This design comes from an exercise in tuning for small area and few clock cycles per item on the open sky130 flow, not from production work. Function was checked by simulation only, so behaviour that the tests miss may differ from the original.

==> fjord: inputs <==
## RSA_TOP
module RSA_TOP (
    clk, rst_n, in_valid,
    in_p, in_q, in_e, in_c,
    out_valid, out_m
);
input clk, rst_n, in_valid;
input [3:0] in_p, in_q;
input [7:0] in_e, in_c;
output out_valid;
output [7:0] out_m;
function [4:0] add4;
	input [3:0] a, b;
	input ci;
	integer i;
	reg cy;
	begin
		cy = ci;
		for (i = 0; i < 4; i = i + 1) begin
			add4[i] = a[i] ^ b[i] ^ cy;
			cy = (a[i] & b[i]) | (cy & (a[i] ^ b[i]));
		end
		add4[4] = cy;
	end
endfunction
reg  [2:0] cnt;
always @(posedge clk, negedge rst_n) begin
	if (!rst_n)
		cnt <= 3'd0;
	else
		cnt <= {in_valid & (cnt[2] ^ (cnt[1] & cnt[0])),
		        in_valid & (cnt[1] ^ cnt[0]),
		        in_valid & ~cnt[0]};
end
wire       first = ~(cnt[2] | cnt[1] | cnt[0]);
wire [2:0] k_s;
wire [1:0] k_l;
wire       k_e1, k_e3;
wire [1:0] k_e5;
RSA_IP U0 (.IN_P(in_p), .IN_Q(in_q), .IN_E(in_e),
           .S_SEL(k_s), .L_SEL(k_l), .E1(k_e1), .E3(k_e3), .E5(k_e5));
reg  [8:0] key_r;
wire [8:0] key = first ? {k_s, k_l, k_e1, k_e3, k_e5} : key_r;
always @(posedge clk) key_r <= key;
wire [2:0] s_sel = key[8:6];
wire [1:0] l_sel = key[5:4];
wire       e1    = key[3];
wire       e3    = key[2];
wire [1:0] e5    = key[1:0];
wire [7:0] c = in_c;
wire [1:0] r3;
wire [2:0] r5, r7, y5, y7;
  ...
clock: 90.0 ns
lec_check: 0
abc_area: 1
cap_margin: 20
core_margin: 2
core_utilization: 60
slew_margin: 20
run.sh (not shown) runs the stock make flow with config.mk's settings and CLKGATE_MAP_FILE= SYNTH_SCRIPT=/design/flow/synth_recipe.tcl, a recipe that flattens the netlist after the stock synthesis.
==> inputs of ember, as changes to fjord <==
==> flow/flow/run.sh (new file) <==
#!/bin/bash
# Layout flow: the standard ORFS flow (standard.sh), with these changes:
#  - synthesis maps with an area-oriented ABC script (flow/abc_area.script)
#    instead of ORFS's delay-oriented one; everything else in synthesis,
#    including the register mapping and naming, is the standard synthesis;
#  - yosys's full/half-adder extraction is skipped (ADDER_MAP_FILE empty), so
#    ABC maps all of the logic;
#  - port buffers use sky130_fd_sc_hd__buf_1.
# ORFS's scripts are copied unchanged into ./scripts_local except for
# abc_area.script. Each tool's output goes to the ORFS logs under orfs/logs;
# make's own output goes to ./flow_make.log.
set -euo pipefail
W=$(pwd)
rm -rf "$W/scripts_local"
cp -r "$FLOW_HOME/scripts" "$W/scripts_local"
chmod -R u+w "$W/scripts_local"
cp "$W/flow/abc_area.script" "$W/scripts_local/abc_area.script"
bash "$W/standard.sh" "SCRIPTS_DIR=$W/scripts_local" "ADDER_MAP_FILE=" \
  "BUFFER_PORTS_ARGS=-buffer_cell sky130_fd_sc_hd__buf_1" finish > "$W/flow_make.log" 2>&1
==> flow/flow/abc_area.script (new file) <==
strash
ifraig
dch -f
amap -F 100 -A 100
topo
==> flow/standard.sh (new file) <==
#!/bin/bash
# synth_recipe.tcl (not shown) runs the flow's synth.tcl, then flattens the netlist and writes it again
# the make line also repeats each setting of config.mk as NAME=value (left out here)
make -C /OpenROAD-flow-scripts/flow DESIGN_CONFIG=/design/flow/config.mk WORK_HOME=/design/flow/orfs CLKGATE_MAP_FILE= SYNTH_SCRIPT=/design/flow/synth_recipe.tcl "${@:-finish}"
Settings changed: CORE_UTILIZATION 60 to 75, CTS_BUF_LIST set to sky130_fd_sc_hd__clkbuf_4.
removed: flow/run.sh
==> flow_metrics.py <==
metrics = {
    "placement": {
        "dp_hpwl_um": 7560,
        "place_area_sq_um": 3300,
    },
    "layout": {
        "instances_no_fill": 661,
    },
    "outcome": {
        "outcome": "no timing/DRC/antenna violations",
    },
    "worst_hold_path": {
        "hold_path_depth": 1,
    },
    "floorplan": {
        "die_w_um": 68.2,
        "start_util_pct": 77.4,
    },
}
Source of the figures above: ember

==> flow_metrics.py <==
metrics = {
    "power_and_ir_drop": {
        "power_leader": "combinational logic",
    },
    "layout": {
        "instances_no_fill": 877,
    },
    "floorplan": {
        "start_util_pct": 61.7,
        "die_w_um": 87.6,
    },
    "worst_hold_path": {
        "hold_path_depth": 2,
    },
    "outcome": {
        "outcome": "no timing/DRC/antenna violations",
    },
    "placement": {
        "dp_hpwl_um": 9260,
        "place_area_sq_um": 4590,
    },
    "clock_tree": {
        "clockBufferDepth": 2,
    },
}
Source of the figures above: fjord

Testbench counts of fjord, summed over its fixed seeds: cycles 2,560, items 2,560.
Testbench counts of ember, summed over its fixed seeds: cycles 2,560, items 2,560.

## afterwards: timing with drivers on the ports
How much do the figures lean on ideal ports? The routed layouts below were timed once more, with nothing changed but the port constraints.
Step 1 (the two cells are an assumption about what drives the block):
set clk [get_ports {clk}]
set_driving_cell -lib_cell sky130_fd_sc_hd__clkbuf_16 $clk
set_driving_cell -lib_cell sky130_fd_sc_hd__buf_2 [delete_from_list [all_inputs] $clk]
Step 2 also shifts input and output timing later by t, the mid clock arrival at the registers, as if the neighbouring blocks saw the same clock.
Three values: ideal ports, drivers, drivers and shift; two values: the first two.
run	shift t [ns]	setup slack, ns	worst hold slack (ns)	worst setup path at the end	worst slew at a driven data input, ns
fjord	0.272	43.805 / 43.781 / 43.781	0.501 / 0.501 / 0.501	input to output	0.03
ember	0.291	39.896 / 39.869 / 39.869	0.471 / 0.471 / 0.471	input to output	0.03
After both steps every run listed still meets setup and hold. The setup slack of ember, which loses most, moves by -0.027 ns with the drivers and by -0.027 ns with both steps.
